Context: an optimization exercise on an open-source flow, tuned for small area and a short achievable clock period. The choices shown serve that exercise and are no tape-out recipe. No functional check of the RTL was part of this run.

<file path="design.v">
module mac_fa (input a, input b, input c, output s, output co);
  assign s  = a ^ b ^ c;
  assign co = (a & b) | (a & c) | (b & c);
endmodule
module mac_pe (
  input             clk,
  input             finish,
  input      [15:0] i_up,
  input      [15:0] i_left,
  output reg [15:0] o_down,
  output reg [15:0] o_right,
  output reg [15:0] o_result
);
  localparam W = 16;
  reg  [W-1:0] acc_q;
  wire [W-1:0] pp_n [0:W-1];
  genvar gi, gj;
  generate for (gi = 0; gi < W; gi = gi + 1) begin : ppi
    for (gj = 0; gj < W; gj = gj + 1) begin : ppj
      assign pp_n[gi][gj] = ~(o_down[gi] & o_right[gj]);
    end
  end endgenerate
  wire s1, c2;
  mac_fa us1 (pp_n[0][12], pp_n[1][11], 1'b1, s1, c2);
  wire s3, c4;
  mac_fa us3 (pp_n[0][13], pp_n[1][12], pp_n[2][11], s3, c4);
  wire s5, c6;
  mac_fa us5 (pp_n[3][10], pp_n[4][9], 1'b1, s5, c6);
  wire s7, c8;
  mac_fa us7 (pp_n[0][14], pp_n[1][13], pp_n[2][12], s7, c8);
  wire s9, c10;
  mac_fa us9 (pp_n[3][11], pp_n[4][10], pp_n[5][9], s9, c10);
  wire s11, c12;
  mac_fa us11 (pp_n[6][8], pp_n[7][7], 1'b1, s11, c12);
  wire s13, c14;
  mac_fa us13 (pp_n[0][15], pp_n[1][14], pp_n[2][13], s13, c14);
  wire s15, c16;
  mac_fa us15 (pp_n[3][12], pp_n[4][11], pp_n[5][10], s15, c16);
  wire s17, c18;
  mac_fa us17 (pp_n[6][9], pp_n[7][8], pp_n[8][7], s17, c18);
  wire s19, c20;
  mac_fa us19 (pp_n[9][6], pp_n[10][5], 1'b1, s19, c20);
  wire s21, c22;
  mac_fa us21 (pp_n[1][15], pp_n[2][14], pp_n[3][13], s21, c22);
  wire s23, c24;
  mac_fa us23 (pp_n[4][12], pp_n[5][11], pp_n[6][10], s23, c24);
  wire s25, c26;
  mac_fa us25 (pp_n[7][9], pp_n[8][8], pp_n[9][7], s25, c26);
  wire s27, c28;
  mac_fa us27 (pp_n[10][6], pp_n[11][5], 1'b1, s27, c28);
  wire s29, c30;
  mac_fa us29 (pp_n[2][15], pp_n[3][14], pp_n[4][13], s29, c30);
  wire s31, c32;
  mac_fa us31 (pp_n[5][12], pp_n[6][11], pp_n[7][10], s31, c32);
  wire s33, c34;
  mac_fa us33 (pp_n[8][9], pp_n[9][8], pp_n[10][7], s33, c34);
  wire s35, c36;
  mac_fa us35 (pp_n[3][15], pp_n[4][14], pp_n[5][13], s35, c36);
  wire s37, c38;
  mac_fa us37 (pp_n[6][12], pp_n[7][11], pp_n[8][10], s37, c38);
  wire s39, c40;
  mac_fa us39 (pp_n[4][15], pp_n[5][14], pp_n[6][13], s39, c40);
  wire s41, c42;
  mac_fa us41 (pp_n[0][8], pp_n[1][7], 1'b1, s41, c42);
  wire s43, c44;
  mac_fa us43 (pp_n[0][9], pp_n[1][8], pp_n[2][7], s43, c44);
  wire s45, c46;
  mac_fa us45 (pp_n[3][6], pp_n[4][5], 1'b1, s45, c46);
  wire s47, c48;
  mac_fa us47 (pp_n[0][10], pp_n[1][9], pp_n[2][8], s47, c48);
  wire s49, c50;
  mac_fa us49 (pp_n[3][7], pp_n[4][6], pp_n[5][5], s49, c50);
  wire s51, c52;
  mac_fa us51 (pp_n[6][4], pp_n[7][3], 1'b1, s51, c52);
  wire s53, c54;
  mac_fa us53 (pp_n[0][11], pp_n[1][10], pp_n[2][9], s53, c54);
  wire s55, c56;
  mac_fa us55 (pp_n[3][8], pp_n[4][7], pp_n[5][6], s55, c56);
  wire s57, c58;
  mac_fa us57 (pp_n[6][5], pp_n[7][4], pp_n[8][3], s57, c58);
  wire s59, c60;
  mac_fa us59 (pp_n[9][2], pp_n[10][1], 1'b1, s59, c60);
  wire s61, c62;
  mac_fa us61 (s1, pp_n[2][10], pp_n[3][9], s61, c62);
  wire s63, c64;
  mac_fa us63 (pp_n[4][8], pp_n[5][7], pp_n[6][6], s63, c64);
  wire s65, c66;
  mac_fa us65 (pp_n[7][5], pp_n[8][4], pp_n[9][3], s65, c66);
  wire s67, c68;
  mac_fa us67 (pp_n[10][2], pp_n[11][1], pp_n[12][0], s67, c68);
  wire s69, c70;
  mac_fa us69 (c2, s3, s5, s69, c70);
  wire s71, c72;
  mac_fa us71 (pp_n[5][8], pp_n[6][7], pp_n[7][6], s71, c72);
  wire s73, c74;
  mac_fa us73 (pp_n[8][5], pp_n[9][4], pp_n[10][3], s73, c74);
  wire s75, c76;
  mac_fa us75 (pp_n[11][2], pp_n[12][1], pp_n[13][0], s75, c76);
  wire s77, c78;
  mac_fa us77 (c4, c6, s7, s77, c78);
  wire s79, c80;
  mac_fa us79 (s9, s11, pp_n[8][6], s79, c80);
  wire s81, c82;
  mac_fa us81 (pp_n[9][5], pp_n[10][4], pp_n[11][3], s81, c82);
  wire s83, c84;
  mac_fa us83 (pp_n[12][2], pp_n[13][1], pp_n[14][0], s83, c84);
  wire s85, c86;
  mac_fa us85 (c8, c10, c12, s85, c86);
  wire s87, c88;
  mac_fa us87 (s13, s15, s17, s87, c88);
  wire s89, c90;
  mac_fa us89 (s19, pp_n[11][4], pp_n[12][3], s89, c90);
  wire s91, c92;
  mac_fa us91 (pp_n[13][2], pp_n[14][1], pp_n[15][0], s91, c92);
  wire s93, c94;
  mac_fa us93 (c14, c16, c18, s93, c94);
  wire s95, c96;
  mac_fa us95 (c20, s21, s23, s95, c96);
  wire s97, c98;
  mac_fa us97 (s25, s27, pp_n[12][4], s97, c98);
  wire s99, c100;
  mac_fa us99 (pp_n[13][3], pp_n[14][2], pp_n[15][1], s99, c100);
  wire s101, c102;
  mac_fa us101 (c22, c24, c26, s101, c102);
  wire s103, c104;
  mac_fa us103 (c28, s29, s31, s103, c104);
  wire s105, c106;
  mac_fa us105 (s33, pp_n[11][6], pp_n[12][5], s105, c106);
  wire s107, c108;
  mac_fa us107 (pp_n[13][4], pp_n[14][3], pp_n[15][2], s107, c108);
  wire s109, c110;
  mac_fa us109 (c30, c32, c34, s109, c110);
  wire s111, c112;
  mac_fa us111 (s35, s37, pp_n[9][9], s111, c112);
  wire s113, c114;
  mac_fa us113 (pp_n[10][8], pp_n[11][7], pp_n[12][6], s113, c114);
  wire s115, c116;
  mac_fa us115 (pp_n[13][5], pp_n[14][4], pp_n[15][3], s115, c116);
  wire s117, c118;
  mac_fa us117 (c36, c38, s39, s117, c118);
  wire s119, c120;
  mac_fa us119 (pp_n[7][12], pp_n[8][11], pp_n[9][10], s119, c120);
  wire s121, c122;
  mac_fa us121 (pp_n[10][9], pp_n[11][8], pp_n[12][7], s121, c122);
  wire s123, c124;
  mac_fa us123 (pp_n[13][6], pp_n[14][5], pp_n[15][4], s123, c124);
  wire s125, c126;
  mac_fa us125 (c40, pp_n[5][15], pp_n[6][14], s125, c126);
  wire s127, c128;
  mac_fa us127 (pp_n[7][13], pp_n[8][12], pp_n[9][11], s127, c128);
  wire s129, c130;
  mac_fa us129 (pp_n[10][10], pp_n[11][9], pp_n[12][8], s129, c130);
  wire s131, c132;
  mac_fa us131 (pp_n[13][7], pp_n[14][6], pp_n[15][5], s131, c132);
  wire s133, c134;
  mac_fa us133 (pp_n[6][15], pp_n[7][14], pp_n[8][13], s133, c134);
  wire s135, c136;
  mac_fa us135 (pp_n[9][12], pp_n[10][11], pp_n[11][10], s135, c136);
  wire s137, c138;
  mac_fa us137 (pp_n[12][9], pp_n[13][8], pp_n[14][7], s137, c138);
  wire s139, c140;
  mac_fa us139 (pp_n[7][15], pp_n[8][14], pp_n[9][13], s139, c140);
  wire s141, c142;
  mac_fa us141 (pp_n[10][12], pp_n[11][11], pp_n[12][10], s141, c142);
  wire s143, c144;
  mac_fa us143 (pp_n[8][15], pp_n[9][14], pp_n[10][13], s143, c144);
  wire s145, c146;
  mac_fa us145 (pp_n[0][6], pp_n[1][5], 1'b1, s145, c146);
  wire s147, c148;
  mac_fa us147 (pp_n[0][7], pp_n[1][6], pp_n[2][5], s147, c148);
  wire s149, c150;
  mac_fa us149 (pp_n[3][4], pp_n[4][3], 1'b1, s149, c150);
  wire s151, c152;
  mac_fa us151 (s41, pp_n[2][6], pp_n[3][5], s151, c152);
  wire s153, c154;
  mac_fa us153 (pp_n[4][4], pp_n[5][3], pp_n[6][2], s153, c154);
  wire s155, c156;
  mac_fa us155 (pp_n[7][1], pp_n[8][0], 1'b1, s155, c156);
  wire s157, c158;
  mac_fa us157 (c42, s43, s45, s157, c158);
  wire s159, c160;
  mac_fa us159 (pp_n[5][4], pp_n[6][3], pp_n[7][2], s159, c160);
  wire s161, c162;
  mac_fa us161 (pp_n[8][1], pp_n[9][0], acc_q[1], s161, c162);
  wire s163, c164;
  mac_fa us163 (c44, c46, s47, s163, c164);
  wire s165, c166;
  mac_fa us165 (s49, s51, pp_n[8][2], s165, c166);
  wire s167, c168;
  mac_fa us167 (pp_n[9][1], pp_n[10][0], acc_q[2], s167, c168);
  wire s169, c170;
  mac_fa us169 (c48, c50, c52, s169, c170);
  wire s171, c172;
  mac_fa us171 (s53, s55, s57, s171, c172);
  wire s173, c174;
  mac_fa us173 (s59, pp_n[11][0], acc_q[3], s173, c174);
  wire s175, c176;
  mac_fa us175 (c54, c56, c58, s175, c176);
  wire s177, c178;
  mac_fa us177 (c60, s61, s63, s177, c178);
  wire s179, c180;
  mac_fa us179 (s65, s67, acc_q[4], s179, c180);
  wire s181, c182;
  mac_fa us181 (c62, c64, c66, s181, c182);
  wire s183, c184;
  mac_fa us183 (c68, s69, s71, s183, c184);
  wire s185, c186;
  mac_fa us185 (s73, s75, acc_q[5], s185, c186);
  wire s187, c188;
  mac_fa us187 (c70, c72, c74, s187, c188);
  wire s189, c190;
  mac_fa us189 (c76, s77, s79, s189, c190);
  wire s191, c192;
  mac_fa us191 (s81, s83, acc_q[6], s191, c192);
  wire s193, c194;
  mac_fa us193 (c78, c80, c82, s193, c194);
  wire s195, c196;
  mac_fa us195 (c84, s85, s87, s195, c196);
  wire s197, c198;
  mac_fa us197 (s89, s91, acc_q[7], s197, c198);
  wire s199, c200;
  mac_fa us199 (c86, c88, c90, s199, c200);
  wire s201, c202;
  mac_fa us201 (c92, s93, s95, s201, c202);
  wire s203, c204;
  mac_fa us203 (s97, s99, acc_q[8], s203, c204);
  wire s205, c206;
  mac_fa us205 (c94, c96, c98, s205, c206);
  wire s207, c208;
  mac_fa us207 (c100, s101, s103, s207, c208);
  wire s209, c210;
  mac_fa us209 (s105, s107, acc_q[9], s209, c210);
  wire s211, c212;
  mac_fa us211 (c102, c104, c106, s211, c212);
  wire s213, c214;
  mac_fa us213 (c108, s109, s111, s213, c214);
  wire s215, c216;
  mac_fa us215 (s113, s115, acc_q[10], s215, c216);
  wire s217, c218;
  mac_fa us217 (c110, c112, c114, s217, c218);
  wire s219, c220;
  mac_fa us219 (c116, s117, s119, s219, c220);
  wire s221, c222;
  mac_fa us221 (s121, s123, acc_q[11], s221, c222);
  wire s223, c224;
  mac_fa us223 (c118, c120, c122, s223, c224);
  wire s225, c226;
  mac_fa us225 (c124, s125, s127, s225, c226);
  wire s227, c228;
  mac_fa us227 (s129, s131, acc_q[12], s227, c228);
  wire s229, c230;
  mac_fa us229 (c126, c128, c130, s229, c230);
  wire s231, c232;
  mac_fa us231 (c132, s133, s135, s231, c232);
  wire s233, c234;
  mac_fa us233 (s137, pp_n[15][6], acc_q[13], s233, c234);
  wire s235, c236;
  mac_fa us235 (c134, c136, c138, s235, c236);
  wire s237, c238;
  mac_fa us237 (s139, s141, pp_n[13][9], s237, c238);
  wire s239, c240;
  mac_fa us239 (pp_n[14][8], pp_n[15][7], acc_q[14], s239, c240);
  wire s241, c242;
  mac_fa us241 (c140, c142, s143, s241, c242);
  wire s243, c244;
  mac_fa us243 (pp_n[11][12], pp_n[12][11], pp_n[13][10], s243, c244);
  wire s245, c246;
  mac_fa us245 (pp_n[14][9], pp_n[15][8], acc_q[15], s245, c246);
  wire s247, c248;
  mac_fa us247 (pp_n[0][4], pp_n[1][3], 1'b1, s247, c248);
  wire s249, c250;
  mac_fa us249 (pp_n[0][5], pp_n[1][4], pp_n[2][3], s249, c250);
  wire s251, c252;
  mac_fa us251 (pp_n[3][2], pp_n[4][1], 1'b1, s251, c252);
  wire s253, c254;
  mac_fa us253 (s145, pp_n[2][4], pp_n[3][3], s253, c254);
  wire s255, c256;
  mac_fa us255 (pp_n[4][2], pp_n[5][1], pp_n[6][0], s255, c256);
  wire s257, c258;
  mac_fa us257 (c146, s147, s149, s257, c258);
  wire s259, c260;
  mac_fa us259 (pp_n[5][2], pp_n[6][1], pp_n[7][0], s259, c260);
  wire s261, c262;
  mac_fa us261 (c148, c150, s151, s261, c262);
  wire s263, c264;
  mac_fa us263 (s153, s155, acc_q[0], s263, c264);
  wire s265, c266;
  mac_fa us265 (c152, c154, c156, s265, c266);
  wire s267, c268;
  mac_fa us267 (s157, s159, s161, s267, c268);
  wire s269, c270;
  mac_fa us269 (c158, c160, c162, s269, c270);
  wire s271, c272;
  mac_fa us271 (s163, s165, s167, s271, c272);
  wire s273, c274;
  mac_fa us273 (c164, c166, c168, s273, c274);
  wire s275, c276;
  mac_fa us275 (s169, s171, s173, s275, c276);
  wire s277, c278;
  mac_fa us277 (c170, c172, c174, s277, c278);
  wire s279, c280;
  mac_fa us279 (s175, s177, s179, s279, c280);
  wire s281, c282;
  mac_fa us281 (c176, c178, c180, s281, c282);
  wire s283, c284;
  mac_fa us283 (s181, s183, s185, s283, c284);
  wire s285, c286;
  mac_fa us285 (c182, c184, c186, s285, c286);
  wire s287, c288;
  mac_fa us287 (s187, s189, s191, s287, c288);
  wire s289, c290;
  mac_fa us289 (c188, c190, c192, s289, c290);
  wire s291, c292;
  mac_fa us291 (s193, s195, s197, s291, c292);
  wire s293, c294;
  mac_fa us293 (c194, c196, c198, s293, c294);
  wire s295, c296;
  mac_fa us295 (s199, s201, s203, s295, c296);
  wire s297, c298;
  mac_fa us297 (c200, c202, c204, s297, c298);
  wire s299, c300;
  mac_fa us299 (s205, s207, s209, s299, c300);
  wire s301, c302;
  mac_fa us301 (c206, c208, c210, s301, c302);
  wire s303, c304;
  mac_fa us303 (s211, s213, s215, s303, c304);
  wire s305, c306;
  mac_fa us305 (c212, c214, c216, s305, c306);
  wire s307, c308;
  mac_fa us307 (s217, s219, s221, s307, c308);
  wire s309, c310;
  mac_fa us309 (c218, c220, c222, s309, c310);
  wire s311, c312;
  mac_fa us311 (s223, s225, s227, s311, c312);
  wire s313, c314;
  mac_fa us313 (c224, c226, c228, s313, c314);
  wire s315, c316;
  mac_fa us315 (s229, s231, s233, s315, c316);
  wire s317, c318;
  mac_fa us317 (c230, c232, c234, s317, c318);
  wire s319, c320;
  mac_fa us319 (s235, s237, s239, s319, c320);
  wire s321, c322;
  mac_fa us321 (c236, c238, c240, s321, c322);
  wire s323, c324;
  mac_fa us323 (s241, s243, s245, s323, c324);
  wire s325, c326;
  mac_fa us325 (pp_n[0][3], pp_n[1][2], 1'b1, s325, c326);
  wire s327, c328;
  mac_fa us327 (s247, pp_n[2][2], pp_n[3][1], s327, c328);
  wire s329, c330;
  mac_fa us329 (c248, s249, s251, s329, c330);
  wire s331, c332;
  mac_fa us331 (c250, c252, s253, s331, c332);
  wire s333, c334;
  mac_fa us333 (c254, c256, s257, s333, c334);
  wire s335, c336;
  mac_fa us335 (c258, c260, s261, s335, c336);
  wire s337, c338;
  mac_fa us337 (c262, c264, s265, s337, c338);
  wire s339, c340;
  mac_fa us339 (c266, c268, s269, s339, c340);
  wire s341, c342;
  mac_fa us341 (c270, c272, s273, s341, c342);
  wire s343, c344;
  mac_fa us343 (c274, c276, s277, s343, c344);
  wire s345, c346;
  mac_fa us345 (c278, c280, s281, s345, c346);
  wire s347, c348;
  mac_fa us347 (c282, c284, s285, s347, c348);
  wire s349, c350;
  mac_fa us349 (c286, c288, s289, s349, c350);
  wire s351, c352;
  mac_fa us351 (c290, c292, s293, s351, c352);
  wire s353, c354;
  mac_fa us353 (c294, c296, s297, s353, c354);
  wire s355, c356;
  mac_fa us355 (c298, c300, s301, s355, c356);
  wire s357, c358;
  mac_fa us357 (c302, c304, s305, s357, c358);
  wire s359, c360;
  mac_fa us359 (c306, c308, s309, s359, c360);
  wire s361, c362;
  mac_fa us361 (c310, c312, s313, s361, c362);
  wire s363, c364;
  mac_fa us363 (c314, c316, s317, s363, c364);
  wire s365, c366;
  mac_fa us365 (c318, c320, s321, s365, c366);
  wire s367, c368;
  mac_fa us367 (pp_n[0][2], pp_n[1][1], 1'b1, s367, c368);
  wire s369, c370;
  mac_fa us369 (s325, pp_n[2][1], pp_n[3][0], s369, c370);
  wire s371, c372;
  mac_fa us371 (c326, s327, pp_n[4][0], s371, c372);
  wire s373, c374;
  mac_fa us373 (c328, s329, pp_n[5][0], s373, c374);
  wire s375, c376;
  mac_fa us375 (c330, s331, s255, s375, c376);
  wire s377, c378;
  mac_fa us377 (c332, s333, s259, s377, c378);
  wire s379, c380;
  mac_fa us379 (c334, s335, s263, s379, c380);
  wire s381, c382;
  mac_fa us381 (c336, s337, s267, s381, c382);
  wire s383, c384;
  mac_fa us383 (c338, s339, s271, s383, c384);
  wire s385, c386;
  mac_fa us385 (c340, s341, s275, s385, c386);
  wire s387, c388;
  mac_fa us387 (c342, s343, s279, s387, c388);
  wire s389, c390;
  mac_fa us389 (c344, s345, s283, s389, c390);
  wire s391, c392;
  mac_fa us391 (c346, s347, s287, s391, c392);
  wire s393, c394;
  mac_fa us393 (c348, s349, s291, s393, c394);
  wire s395, c396;
  mac_fa us395 (c350, s351, s295, s395, c396);
  wire s397, c398;
  mac_fa us397 (c352, s353, s299, s397, c398);
  wire s399, c400;
  mac_fa us399 (c354, s355, s303, s399, c400);
  wire s401, c402;
  mac_fa us401 (c356, s357, s307, s401, c402);
  wire s403, c404;
  mac_fa us403 (c358, s359, s311, s403, c404);
  wire s405, c406;
  mac_fa us405 (c360, s361, s315, s405, c406);
  wire s407, c408;
  mac_fa us407 (c362, s363, s319, s407, c408);
  wire s409, c410;
  mac_fa us409 (c364, s365, s323, s409, c410);
  wire [23:0] row_x_n = {c408, c406, c404, c402, c400, c398, c396, c394, c392, c390, c388, c386, c384, c382, c380, c378, c376, c374, c372, c370, c368, s367, pp_n[0][1], pp_n[0][0]};
  wire [23:0] row_y_n = {s409, s407, s405, s403, s401, s399, s397, s395, s393, s391, s389, s387, s385, s383, s381, s379, s377, s375, s373, s371, s369, pp_n[2][0], pp_n[1][0], 1'b1};
  wire [23:0] total_n = row_x_n + row_y_n + 1'b1;
  wire [23:0] total = ~total_n;
  always @(posedge clk) begin
    o_down   <= i_up;
    o_right  <= i_left;
    o_result <= finish ? total[23:8] : o_result;
    acc_q    <= finish ? {W{1'b1}} : total_n[23:8];
  end
endmodule
module single_kernel #(
  parameter SIZE = 8,
  parameter DATA_WIDTH = 16
) (
  input clk,
  input [SIZE*SIZE-1:0] finish,
  input [SIZE*DATA_WIDTH-1:0] in_up,
  input [SIZE*DATA_WIDTH-1:0] in_left,
  output [SIZE*DATA_WIDTH-1:0] pass_down,
  output [SIZE*DATA_WIDTH-1:0] pass_right,
  output [SIZE*SIZE*DATA_WIDTH-1:0] out_matrix,
  output [SIZE*DATA_WIDTH-1:0] out_diagonal
);
  wire [SIZE*SIZE*16-1:0] d, r;
  genvar i, j;
  generate
    for (i = 0; i < SIZE; i = i + 1) begin : row
      for (j = 0; j < SIZE; j = j + 1) begin : col
        mac_pe pe (
          .clk     (clk),
          .finish  (finish[i*SIZE + j]),
          .i_up    (i == SIZE-1 ? in_up  [16*j +: 16] : d[16*((i+1)*SIZE + j) +: 16]),
          .i_left  (j == SIZE-1 ? in_left[16*i +: 16] : r[16*(i*SIZE + j + 1) +: 16]),
          .o_down  (d[16*(i*SIZE + j) +: 16]),
          .o_right (r[16*(i*SIZE + j) +: 16]),
          .o_result(out_matrix[16*(i*SIZE + j) +: 16]));
      end
      assign pass_down   [16*i +: 16] = d[16*i +: 16];
      assign pass_right  [16*i +: 16] = r[16*(i*SIZE) +: 16];
      assign out_diagonal[16*i +: 16] = out_matrix[16*(i*SIZE + i) +: 16];
    end
  endgenerate
endmodule
</file>
<file path="run.sh">
#!/bin/bash
# synth_recipe.tcl (not shown) runs the flow's synth.tcl, then flattens the netlist and writes it again
# the make line also repeats each setting of config.mk as NAME=value (left out here)
make -C /OpenROAD-flow-scripts/flow DESIGN_CONFIG=/design/flow/config.mk WORK_HOME=/design/flow/orfs CLKGATE_MAP_FILE= SYNTH_SCRIPT=/design/flow/synth_recipe.tcl finish
</file>
<file path="config.mk">
export PLATFORM = sky130hd
export DESIGN_NAME = single_kernel
export DESIGN_NICKNAME = single_kernel
export VERILOG_FILES = /design/flow/design.v
export SDC_FILE = /design/flow/constraint.sdc
export NUM_CORES = 8
export LEC_CHECK = 0
export CAP_MARGIN = 20
export CORE_MARGIN = 2
export CORE_UTILIZATION = 40
export SLEW_MARGIN = 20
export SYNTH_HIERARCHICAL = 1
export SYNTH_MINIMUM_KEEP_SIZE = 0
</file>
<file path="constraint.sdc">
create_clock -name core_clock -period 11.0 [get_ports {clk}]
set_input_delay 2.2000 -clock core_clock [delete_from_list [all_inputs] [get_ports {clk}]]
set_output_delay 2.2000 -clock core_clock [all_outputs]
set_load 0.01 [all_outputs]
</file>
==> summary.txt <==
modules after synthesis, one instance, submodules excluded:
module	flops+latches	cells inside
single_kernel	0	128
mac_pe	64	520
mac_fa	0	1
routing by layer:
layer / vias up / routed length [um] / global-route usage, %
met5: - / 305 / 0
met4: 46 / 106000 / 14.1
met3: 3284 / 131000 / 5.64
met2: 15300 / 768000 / 41.9
met1: 189000 / 636000 / 33.0
li1: 145000 / - / -
worst max-delay path by stage:
stage                                           start                            end  slack (ns)  cells past startpoint
after global placement     row[5].col[7].pe.o_down[0]  row[5].col[7].pe.o_result[11]        4.69                     14
after floorplan           row[0].col[0].pe.o_right[6]  row[0].col[0].pe.o_result[11]        5.34                     17
after CTS                  row[5].col[7].pe.o_down[0]  row[5].col[7].pe.o_result[11]        4.65                     14
after global routing       row[5].col[7].pe.o_down[0]  row[5].col[7].pe.o_result[11]        4.31                     14
final                      row[5].col[7].pe.o_down[0]  row[5].col[7].pe.o_result[14]        4.49                     14
after detailed placement   row[5].col[7].pe.o_down[0]  row[5].col[7].pe.o_result[11]        4.67                     14
flip-flops by register name (all words and copies together) (netlist names):
name and flops:
row.col.pe.acc_q 1024, row.col.pe.o_down 1024, row.col.pe.o_result 1024, row.col.pe.o_right 1024
stage by stage:
stage / hold slack, ns / instances
finish: 0.343 / 64000
global route: 0.336 / 64000
CTS: 0.325 / 64000
detailed placement: 0.340 / 62900
global placement: 0.337 / 62900
floorplan: 0.329 / 47500
final cells by class:
class / count / area, um^2 / area share [%]
diodes: 43 / 108 / 0.0194
clock buffers: 708 / 15700 / 2.84
clock inverters: 331 / 3940 / 0.713
inverters: 576 / 2160 / 0.391
multi-input cells: 39400 / 398000 / 71.9
flip-flops and latches: 4096 / 92300 / 16.7
well taps: 16700 / 20900 / 3.78
repair buffers: 2169 / 20600 / 3.72
synthesized netlist by cell type, types with 128 or more instances:
library cell / instances
sky130_fd_sc_hd__a211o_1: 256
sky130_fd_sc_hd__a21o_1: 128
sky130_fd_sc_hd__a21oi_1: 1344
sky130_fd_sc_hd__a31o_2: 128
sky130_fd_sc_hd__and2_1: 192
sky130_fd_sc_hd__buf_2: 192
sky130_fd_sc_hd__buf_4: 128
sky130_fd_sc_hd__clkbuf_1: 3072
sky130_fd_sc_hd__dfxtp_1: 3072
sky130_fd_sc_hd__edfxtp_1: 1024
sky130_fd_sc_hd__fa_1: 13100
sky130_fd_sc_hd__ha_1: 1344
sky130_fd_sc_hd__inv_1: 576
sky130_fd_sc_hd__mux2i_1: 320
sky130_fd_sc_hd__nand2_1: 16100
sky130_fd_sc_hd__nand2b_1: 128
sky130_fd_sc_hd__nand3_1: 384
sky130_fd_sc_hd__nand4_1: 192
sky130_fd_sc_hd__nor2_1: 960
sky130_fd_sc_hd__nor2b_1: 192
sky130_fd_sc_hd__nor3_1: 192
sky130_fd_sc_hd__o211ai_1: 128
sky130_fd_sc_hd__o21a_1: 128
sky130_fd_sc_hd__o21ai_0: 832
sky130_fd_sc_hd__or2_2: 128
sky130_fd_sc_hd__xnor2_1: 512
sky130_fd_sc_hd__xnor2_2: 128
sky130_fd_sc_hd__xor2_1: 256
cells by family after synthesis:
family	count (synthesis)
adders and majority gates	14500
buffers and inverters	4032
AOI/OAI and AO/OA	4032
DFF	4096
and+or+nand+nor	18600
muxes	320
xor gates and xnor gates	896
other	64
==> implementation parameters <==
Parameter                              Value

Status
  Outcome    complete, no violations

Placement
  Final RePlAce weighted congestion    around 0.94
  Final HPWL from detailed placement    about 1200000 um
  Pre-CTS setup slack    roughly 4.7 ns
  Port Buffers    roughly 1700
  Instance area at placement    between 0.5 and 0.6 mm^2

Timing
  Fmax    about 0.15 GHz
  Count of final hold-check violations    0
  Final critical-path required period    around 6.5 ns
  Relative slew slack    14.4%
  Final setup TNS    0 ns
  Final Slew Violations    0
  Clock Skew    0.0752 ns
  Setup slack after layout    roughly 4.5 ns
  Worst Max-Slew Pin Slew    1.28 ns
  Final period util    59.2%
  Setup-violating endpoint count in the final report    0
  Setup repair after global routing missed its margin    no

Setup path
  Logic depth of the worst register-to-register path    14
  Number of buffers and inverters on the critical path    0
  Worst reg2reg path startpoint    row[5].col[7].pe.o_down[0]
  Nature of the critical path endpoint    register
  Cell repeated most along the worst path    sky130_fd_sc_hd__fa_1
  Classification of the worst setup path    reg -> reg
  Worst flop-to-flop path endpoint    row[5].col[7].pe.o_result[14]
  CP max stage cell    sky130_fd_sc_hd__dfxtp_1
  Data arrival, critical path    roughly 7.4 ns
  Worst-path maximum fanout    16
  Gate family responsible for the most delay along the worst path    adder cells
  Kind of launch point of the worst setup path    register
  Longest individual stage delay on the worst path    around 1.2 ns
  Required arrival time at the worst endpoint    about 12 ns
  Critical path, cell by cell    nand2_1 -> fa_1 -> fa_1 -> fa_1 -> fa_1 -> fa_1 -> fa_1 -> ha_1 -> a211o_1 -> a21oi_1 -> nand2b_1 -> o32a_1 -> o31a_1 -> xnor2_1

Clock network
  Quantity of gates resized following cts    0
  Clk buf depth    5
  Buffers inserted by post-CTS timing repair    0
  H-tree depth reported by CTS    6
  Sink Count    approximately 4100
  Clock Pin Slew Worst Setup and Hold Paths    roughly 0.070 ns
  Clock Latency Late Sink    between 1 and 1.5 ns
  Inserted Clock Buffers    approximately 570
  TritonCTS clock tree    done
  CTS Hold Bufs    0
  Root Driver    sky130_fd_sc_hd__clkbuf_16

GRT
  Antenna violations before repair    67
  Sum of overflow across all layers after global routing    0
  Pin count of the biggest net entering global routing    25
  Number of global-route vias before repair    393000
  Overall global routing resource usage    26.0%
  First-pass GRT wire length    2500000 um

Synth
  Xor/xnor cell area share of the yosys netlist    1.75%
  Main combinational cell family by area after synthesis    adder cells
  Primary flip-flop cell chosen by synthesis mapping    sky130_fd_sc_hd__dfxtp_1
  Total standard cell area after synthesis    about 0.50 mm^2
  EDFF count, synth    1024
  Register bit count reported by yosys    4096
  Cell types occupying the most area after synthesis    sky130_fd_sc_hd__fa_1 (52%), sky130_fd_sc_hd__dfxtp_1 (12%), sky130_fd_sc_hd__nand2_1 (12%), sky130_fd_sc_hd__edfxtp_1 (6.1%), sky130_fd_sc_hd__ha_1 (3.3%)
  Share of Yosys cell area claimed by the top area cell type    between 50 and 60%
  Async set-reset flop share out of synthesis    0%
  Warnings, synthesis    7
  Distinct cell type count of the synthesized netlist    slightly below 50
  Area share of and/or/nand/nor cells after synthesis    between 10 and 15%
  Sequential fraction of the synthesis area    a little under a fifth
  Adder and majority cell fraction of the synthesized area    55.6%
  Multiplexer fraction of the synthesized cell area    less than 1%
  Gate count after technology mapping    between 40000 and 50000
  Synthesized area per cell    ~11 um^2
  Compound-gate portion of the synthesized area    5.82%
  Cell taking the most area after synthesis    sky130_fd_sc_hd__fa_1

Drt
  Number of nets still failing antenna checks after routing    0
  Violation count after the first detailed-route iteration    between 20000 and 30000
  Via density per instance    ~5.5
  Vias    353000
  DR pass1 iterations    9
  Average wire per standard cell    about 26 um
  DRC violation count after routing    0
  Detailed-route wire length    approximately 1600000 um

Layout
  Post-synthesis to final-layout area growth    10.2%
  Final Cell Area    0.553 mm^2
  Number of nets in the layout    61600
  Top library cells by usage in the layout, fill and taps aside    sky130_fd_sc_hd__nand2_1 (16100), sky130_fd_sc_hd__fa_1 (13100), sky130_fd_sc_hd__dfxtp_1 (3066), sky130_fd_sc_hd__clkdlybuf4s50_1 (1727)
  Core occupancy in the finished layout    between 40% and 50%
  Share of layout cells above drive strength 1    4.45%
  Most frequent standard cell in the layout excluding fill and tap cells    sky130_fd_sc_hd__nand2_1
  Filler instances    roughly 120k

Die
  Row count    around 410
  Vertical die dimension    1120 um
  Initial cell density of the core    40.1%
  Area enclosed by the die boundary    around 1.3 mm^2
  # IOs    1729
  Floorplan core area    ~1.3 mm^2
  Overall die width    about 1100 um

Worst hold path
  Type of the tightest min-delay check    reg -> reg
  Worst hold path endpoint    row[5].col[7].pe.o_down[8]
  Startpoint of the lowest-slack hold path    row[6].col[7].pe.o_down[8]
  Worst Hold Path Cells    0

Run
  Maximum capacitance violations    0

static timing again, ports no longer ideal:
The results above use ideal ports. As a check the final layout listed here was re-extracted and re-timed, cells and wires unchanged. Step 1 assumes that a clkbuf_16 drives the clock port and a buf_2 every other input. Step 2, shift: input delay + t, output delay - t, t = (earliest + latest rising clock arrival at the registers) / 2. This alone moves slack from input paths to output paths. a / b / c = ideal ports / drivers / drivers and shift; a / b = the first two.
t (ns): 1.329
slack for setup (ns): 4.491 / 4.491 / 4.491
worst setup path at the end: register to register
clock arrival spread, ns: 0.113 / 0.114
slew at the worst register clock pin (ns): 0.07 / 0.07
After both steps this run still meets setup and hold. For this run, drivers alone change the setup slack by 0.000 ns; drivers and shift together by 0.000 ns.
